From an optimization exercise on the open Yosys and OpenROAD flow, aimed at small area and a short achievable clock period; shortcuts taken in it are not production practice.
Only simulation tests tie the RTL to the original design; equivalence was not proved.
No activity file was given, so power comes from the tool's default toggle rates.

==> run a: inputs <==
==> flow/design.v (excerpt) <==
module tawas
(
    input clk,
    input rst,
    output ics,
    output [23:0] iaddr,
    input [31:0] idata,
    output dcs,
    output dwr,
    output [31:0] daddr,
    output [3:0] dmask,
    output [31:0] dout,
    input [31:0] din,
    input [68:0] rcn_in,
    output [68:0] rcn_out
);
clock: 6.5 ns
lec_check: 0
cap_margin: 30
core_margin: 2
core_utilization: 40
setup_slack_margin: 1.5
slew_margin: 30
run.sh (not shown) runs the stock make flow with config.mk's settings and CLKGATE_MAP_FILE= SYNTH_SCRIPT=/design/flow/synth_recipe.tcl, a recipe that flattens the netlist after the stock synthesis.
==> run b: changes against run a <==
--- a/flow/design.v
+++ b/flow/design.v
@@ -7,14 +7,15 @@
     input [31:0] idata,
     input [31:0] thread_mask,
     input [31:0] rcn_stall,
     input rcn_abort,
     input [2:0] au_flags,
     input [23:0] pc_rtn,
     output reg [4:0] s3_sel,
+    output reg [31:0] s3_oh,
     output reg [4:0] s4_sel,
     output reg [4:0] s5_sel,
     output reg [4:0] s7_sel,
     output [2:0] rd_a,
     output [2:0] rd_b,
     output [2:0] rd_p,
     output [2:0] rd_d,
@@ -23,15 +24,15 @@
     output [2:0] rf_imm_reg,
     output [31:0] rf_imm,
     output ls_dir_en,
     output ls_dir_store,
     output [2:0] ls_dir_reg,
     output [31:0] ls_dir_addr,
     output au_op_en,
-    output [14:0] au_op,
+    output [14:0] au_op_s3,
     output ls_op_en,
     output [14:0] ls_op
 );
     integer i;
     reg [799:0] pc;
     reg [31:0] pc_vld;
     reg [31:0] thread_busy;
@@ -68,15 +69,15 @@
     always @ *
     begin
         s1_pc = 25'd0;
         for (i = 0; i < 32; i = i + 1)
             s1_pc = s1_pc | ({25{s1_ohv[i]}} & pc[i * 25 +: 25]) | ({25{s1_ohn[i]}} & i[24:0]);
     end
     wire [31:0] retire_mask = {31'd0, s6_en} << s6_sel;
-    wire [31:0] abort_mask = {31'd0, rcn_abort && s3_en} << s3_sel;
+    wire [31:0] abort_mask = s3_oh & {32{rcn_abort && s3_en}};
     always @ (posedge clk or posedge rst)
         if (rst)
             thread_busy <= 32'd0;
         else
             thread_busy <= (thread_busy | s1_oh) & ~(retire_mask | abort_mask);
     wire op_is_halt;
     assign ics = s2_en;
@@ -84,14 +85,15 @@
     always @ (posedge clk)
     begin
         s2_pc <= s1_pc;
         s3_pc <= s2_pc;
         s4_pc <= s3_pc;
         s2_sel <= s1_sel;
         s3_sel <= s2_sel;
+        s3_oh <= 32'd1 << s2_sel;
         s4_sel <= s3_sel;
         s5_sel <= s4_sel;
         s6_sel <= s5_sel;
         s7_sel <= s6_sel;
         instr <= idata;
     end
     always @ (posedge clk or posedge rst)
@@ -119,25 +121,31 @@
     wire lau3 = !idata[30] || (idata[31:28] == 4'b1100);
     wire dh3 = (serial3) ? h3 : hv3;
     wire dl3 = (serial3) ? !h3 : lv3;
     wire [14:0] auop3 = (dh3 && hau3) ? idata[29:15] : idata[14:0];
     wire call3 = (idata[31:24] == 8'b11111111);
     wire [14:0] lsop3 = (call3) ? 15'h77F7 : (dh3 && !hau3) ? idata[29:15] : idata[14:0];
     wire dir3 = (idata[31:27] == 5'b11110);
+    assign au_op_s3 = auop3;
     assign rd_a = auop3[2:0];
     assign rd_b = auop3[5:3];
     assign rd_p = lsop3[5:3];
     assign rd_d = (dir3) ? idata[25:23] : lsop3[2:0];
-    wire [14:0] op_high = instr[29:15];
-    wire [14:0] op_low = instr[14:0];
+    wire au_v3 = (dh3 && hau3) || (dl3 && lau3);
+    wire ls_v3 = (dh3 && !hau3) || (dl3 && !lau3) || call3;
+    reg [14:0] ls_op_s4;
+    reg au_v4;
+    reg ls_v4;
+    always @ (posedge clk)
+    begin
+        ls_op_s4 <= lsop3;
+        au_v4 <= au_v3;
+        ls_v4 <= ls_v3;
+    end
     wire [12:0] op_br = instr[27:15];
-    wire op_high_vld = !instr[31] || !instr[30];
-    wire op_high_au = (instr[31:30] == 2'b00);
-    wire op_low_vld = !instr[31] || !instr[30] || !instr[29];
-    wire op_low_au = !instr[30] || (instr[31:28] == 4'b1100);
     wire op_serial = !instr[31];
     wire op_br_vld = (instr[31:29] == 3'b110);
     wire op_is_br = op_br_vld && !op_br[12];
     wire [23:0] op_br_iaddr = s4_pc[23:0] + {{12{op_br[11]}}, op_br[11:0]};
     assign op_is_halt = op_br_vld && (op_br[12:0] == 13'd0);
     wire op_is_br_cond = op_br_vld && op_br[12];
     wire flag_sel = (op_br[10:8] == 3'd0) ? au_flags[0] :
@@ -177,27 +185,22 @@
     assign rf_imm_en = s4_en && imm_sel;
     assign rf_imm_reg = (op_is_imm) ? op_imm_reg : 3'd7;
     assign rf_imm = (op_is_imm) ? op_imm : {7'd0, pc_inc};
     assign ls_dir_en = s4_en && (op_is_dir_ld || op_is_dir_st);
     assign ls_dir_store = op_is_dir_st;
     assign ls_dir_reg = instr[25:23];
     assign ls_dir_addr = op_daddr;
-    wire do_low = (op_serial) ? !s4_pc[24] : op_low_vld;
-    wire do_high = (op_serial) ? s4_pc[24] : op_high_vld;
-    assign au_op_en = s4_en && ((do_high && op_high_au) || (do_low && op_low_au));
-    assign au_op = (do_high && op_high_au) ? op_high : op_low;
-    assign ls_op_en = s4_en &&
-                    ((do_high && !op_high_au) || (do_low && !op_low_au) || op_is_call);
-    assign ls_op = (op_is_call) ? 15'h77F7 :
-                   (do_high && !op_high_au) ? op_high : op_low;
+    assign au_op_en = s4_en && au_v4;
+    assign ls_op_en = s4_en && ls_v4;
+    assign ls_op = ls_op_s4;
 endmodule
 module tawas_regfile
 (
     input clk,
-    input [4:0] rd_thread,
+    input [31:0] rd_oh,
     input [2:0] rd_a,
     input [2:0] rd_b,
     input [2:0] rd_p,
     input [2:0] rd_d,
     output reg [31:0] op_a,
     output reg [31:0] op_b,
     output reg [31:0] op_p,
@@ -220,15 +223,14 @@
     input [2:0] rcn_load_reg,
     input [31:0] rcn_load_data
 );
     integer i;
     integer n;
     reg [8191:0] rf;
     reg [95:0] rf_fl;
-    wire [31:0] rd_oh = 32'd1 << rd_thread;
     reg [255:0] row;
     reg [2:0] fl_rd;
     always @ *
     begin
         for (n = 0; n < 8; n = n + 1)
         begin
             row[n * 32 +: 32] = 32'd0;
@@ -281,45 +283,63 @@
     input [4:0] thread_id,
     output [31:0] thread_mask,
     input imm_sel,
     input rf_imm_en,
     input [2:0] rf_imm_reg,
     input [31:0] rf_imm,
     input au_op_en,
-    input [14:0] au_op,
+    input [14:0] au_op_s3,
     output wb_au_en,
     output [2:0] wb_au_reg,
     output [31:0] wb_au_data,
     output [2:0] wb_au_flags
 );
     parameter RTL_VERSION = 32'hFFFFFFFF;
+    reg [14:0] au_op;
+    reg sum_op;
+    reg sum_inv;
+    reg sum_zero_a;
+    reg sum_imm;
+    always @ (posedge clk)
+    begin
+        au_op <= au_op_s3;
+        sum_op <= (au_op_s3[14:9] == 6'b00_0011) ||
+                  (au_op_s3[14:9] == 6'b00_0100) ||
+                  (au_op_s3[14:6] == 9'b0100_00001) ||
+                  (au_op_s3[14:13] == 2'b10);
+        sum_inv <= (au_op_s3[14:9] == 6'b00_0100) || (au_op_s3[14:6] == 9'b0100_00001);
+        sum_zero_a <= (au_op_s3[14:6] == 9'b0100_00001);
+        sum_imm <= (au_op_s3[14:13] == 2'b10);
+    end
     wire [32:0] reg_a = {1'b0, op_a};
     wire [32:0] reg_b = {1'b0, op_b};
+    wire [32:0] imm10 = {{23{au_op[12]}}, au_op[12:3]};
+    wire [32:0] sum_x = (sum_zero_a) ? 33'd0 : reg_a;
+    wire [32:0] sum_y = (sum_inv) ? ~reg_b : (sum_imm) ? imm10 : reg_b;
+    wire [33:0] sum_c = {sum_x, 1'b1} + {sum_y, sum_inv};
+    wire [32:0] sum = sum_c[33:1];
     wire [4:0] sh_bits = (au_op[11]) ? au_op[7:3] : op_b[4:0];
     wire [31:0] sh_lsl = (op_a << sh_bits);
     wire [31:0] sh_lsr = (op_a >> sh_bits);
     wire b_hi = |op_b[31:5];
     wire [32:0] bit_mask = 33'd1 << au_op[7:3];
     reg [32:0] result;
     always @ *
         if (imm_sel)
             result = {rf_imm[31], rf_imm};
         else if (au_op[14:13] == 2'b00)
             case (au_op[12:9])
             4'h0: result = reg_a | reg_b;
             4'h1: result = reg_a & reg_b;
             4'h2: result = reg_a ^ reg_b;
-            4'h3: result = reg_a + reg_b;
-            4'h4: result = reg_a - reg_b;
             default: result = 33'd0;
             endcase
         else if (au_op[14:11] == 4'b0100)
             case (au_op[10:6])
             5'h00: result = ~reg_b;
-            5'h01: result = (~reg_b) + 33'd1;
             5'h02: result = {{25{op_b[7]}}, op_b[7:0]};
             5'h03: result = {{17{op_b[15]}}, op_b[15:0]};
             5'h04: result = (b_hi) ? 33'd0 : {sh_lsl[31], sh_lsl};
             5'h05: result = (b_hi) ? 33'd0 : {sh_lsr[31], sh_lsr};
             5'h06: result = (b_hi) ? {33{op_a[31]}} : {sh_lsr[31], sh_lsr};
             5'h1B:
                 case (au_op[5:3])
@@ -336,34 +356,36 @@
             3'h2: result = reg_a | bit_mask;
             3'h3: result = reg_a ^ bit_mask;
             3'h4: result = {sh_lsl[31], sh_lsl};
             3'h5: result = {sh_lsr[31], sh_lsr};
             3'h6: result = {sh_lsr[31], sh_lsr};
             default: result = 33'd0;
             endcase
-        else if (au_op[14:13] == 2'b10)
-            result = reg_a + {{23{au_op[12]}}, au_op[12:3]};
         else
-            result = {{23{au_op[12]}}, au_op[12:3]};
+            result = imm10;
     wire no_store_op = (au_op[14:8] == 7'b0100111) ||
                        (au_op[14:12] == 3'b011) ||
                        (au_op[14:8] == 7'b0101000);
     wire csr_rd = !imm_sel && (au_op[14:6] == 9'b0100_11011);
     wire csr_wr = au_op_en && (au_op[14:6] == 9'b0100_11111);
     reg [32:0] result_d1;
+    reg [32:0] sum_d1;
+    reg sel_sum_d1;
     reg [2:0] wbreg_d1;
     reg rd_mask_d1;
     reg rd_ticks_d1;
     reg rd_scratch_d1;
     reg wr_mask_d1;
     reg wr_scratch_d1;
     reg wb_en_d1;
     always @ (posedge clk)
     begin
         result_d1 <= result;
+        sum_d1 <= sum;
+        sel_sum_d1 <= sum_op && !imm_sel;
         wbreg_d1 <= (imm_sel) ? rf_imm_reg :
                     (au_op[14:13] == 2'b00) ? au_op[8:6] : au_op[2:0];
         rd_mask_d1 <= csr_rd && (au_op[5:3] == 3'd2);
         rd_ticks_d1 <= csr_rd && (au_op[5:3] == 3'd3);
         rd_scratch_d1 <= csr_rd && (au_op[5:3] == 3'd7);
     end
     always @ (posedge clk or posedge rst)
@@ -402,15 +424,16 @@
     reg [32:0] au_result_d2;
     reg [2:0] wbreg_d2;
     reg wb_en_d2;
     always @ (posedge clk)
     begin
         au_result_d2 <= (rd_mask_d1) ? {1'b0, csr_thread_mask} :
                         (rd_ticks_d1) ? {1'b0, csr_ticks} :
-                        (rd_scratch_d1) ? {1'b0, csr_scratch} : result_d1;
+                        (rd_scratch_d1) ? {1'b0, csr_scratch} :
+                        (sel_sum_d1) ? sum_d1 : result_d1;
         wbreg_d2 <= wbreg_d1;
     end
     reg [32:0] au_result_d3;
     reg au_zero_d3;
     reg [2:0] wbreg_d3;
     reg wb_en_d3;
     always @ (posedge clk)
@@ -858,14 +881,15 @@
     input [68:0] rcn_in,
     output [68:0] rcn_out
 );
     wire [31:0] thread_mask;
     wire [31:0] rcn_stall;
     wire rcn_load_en;
     wire [4:0] s3_sel;
+    wire [31:0] s3_oh;
     wire [4:0] s4_sel;
     wire [4:0] s5_sel;
     wire [4:0] s7_sel;
     wire [2:0] rd_a;
     wire [2:0] rd_b;
     wire [2:0] rd_p;
     wire [2:0] rd_d;
@@ -880,15 +904,15 @@
     wire [2:0] rf_imm_reg;
     wire [31:0] rf_imm;
     wire ls_dir_en;
     wire ls_dir_store;
     wire [2:0] ls_dir_reg;
     wire [31:0] ls_dir_addr;
     wire au_op_en;
-    wire [14:0] au_op;
+    wire [14:0] au_op_s3;
     wire ls_op_en;
     wire [14:0] ls_op;
     tawas_fetch tawas_fetch
     (
         .clk(clk),
         .rst(rst),
         .ics(ics),
@@ -896,14 +920,15 @@
         .idata(idata),
         .thread_mask(thread_mask),
         .rcn_stall(rcn_stall),
         .rcn_abort(rcn_load_en),
         .au_flags(au_flags),
         .pc_rtn(op_r7),
         .s3_sel(s3_sel),
+        .s3_oh(s3_oh),
         .s4_sel(s4_sel),
         .s5_sel(s5_sel),
         .s7_sel(s7_sel),
         .rd_a(rd_a),
         .rd_b(rd_b),
         .rd_p(rd_p),
         .rd_d(rd_d),
@@ -912,15 +937,15 @@
         .rf_imm_reg(rf_imm_reg),
         .rf_imm(rf_imm),
         .ls_dir_en(ls_dir_en),
         .ls_dir_store(ls_dir_store),
         .ls_dir_reg(ls_dir_reg),
         .ls_dir_addr(ls_dir_addr),
         .au_op_en(au_op_en),
-        .au_op(au_op),
+        .au_op_s3(au_op_s3),
         .ls_op_en(ls_op_en),
         .ls_op(ls_op)
     );
     wire wb_au_en;
     wire [2:0] wb_au_reg;
     wire [31:0] wb_au_data;
     wire [2:0] wb_au_flags;
@@ -932,15 +957,15 @@
     wire [31:0] wb_ld_data;
     wire [4:0] rcn_load_thread;
     wire [2:0] rcn_load_reg;
     wire [31:0] rcn_load_data;
     tawas_regfile tawas_regfile
     (
         .clk(clk),
-        .rd_thread(s3_sel),
+        .rd_oh(s3_oh),
         .rd_a(rd_a),
         .rd_b(rd_b),
         .rd_p(rd_p),
         .rd_d(rd_d),
         .op_a(op_a),
         .op_b(op_b),
         .op_p(op_p),
@@ -972,15 +997,15 @@
         .thread_id(s4_sel),
         .thread_mask(thread_mask),
         .imm_sel(imm_sel),
         .rf_imm_en(rf_imm_en),
         .rf_imm_reg(rf_imm_reg),
         .rf_imm(rf_imm),
         .au_op_en(au_op_en),
-        .au_op(au_op),
+        .au_op_s3(au_op_s3),
         .wb_au_en(wb_au_en),
         .wb_au_reg(wb_au_reg),
         .wb_au_data(wb_au_data),
         .wb_au_flags(wb_au_flags)
     );
     wire rcn_cs;
     wire rcn_xch;
- CORE_UTILIZATION: 40 -> 55
- CTS_CLUSTER_DIAMETER: not set -> 100
- CTS_CLUSTER_SIZE: not set -> 24
- SETUP_SLACK_MARGIN: 1.5 -> 3.3
==> comparison <==
- Run a finished with antenna rules left. Run b passed the timing, DRC and antenna checks.
- Against run b, the non-clock buffer count of run a is lower by 469.
- Against run a, the clock power of run b is lower by 40%.
- Of run b and run a, run a has the higher die area (gap 28%, measured against run a).
- In run b the register-to-register slack is better than in run a, by 1500 ps.
- Against run b, the cell count of run a is larger by 14%.
- Via count: run a is larger than run b (0.80%).
- Against run b, the utilization of run a is lower by 16 points.

afterwards: timing with drivers on the ports:
No port has a modelled driver above. Below, the same layouts with a new extraction and two added sets of constraints.
Step 1 (the two cells are an assumption about what drives the block):
set clk [get_ports {clk}]
set_driving_cell -lib_cell sky130_fd_sc_hd__clkbuf_16 $clk
set_driving_cell -lib_cell sky130_fd_sc_hd__buf_2 [delete_from_list [all_inputs] $clk]
Step 2 times the ports against the registers' clock, not the clock port: input delays grow and output delays shrink by t, the midpoint of the rising clock arrivals with the driver on.
Three values: ideal ports, drivers, drivers and shift; two values: the first two.
run	t (ns)	slack for setup (ns)	worst hold slack (ns)
run a	1.405	1.216 / 1.216 / 0.975	0.259 / 0.259 / 0.259
run b	1.387	2.701 / 2.701 / 2.066	0.261 / 0.261 / 0.261
For run b, which loses most, drivers alone change the setup slack by 0.000 ns; drivers and shift together by -0.635 ns.
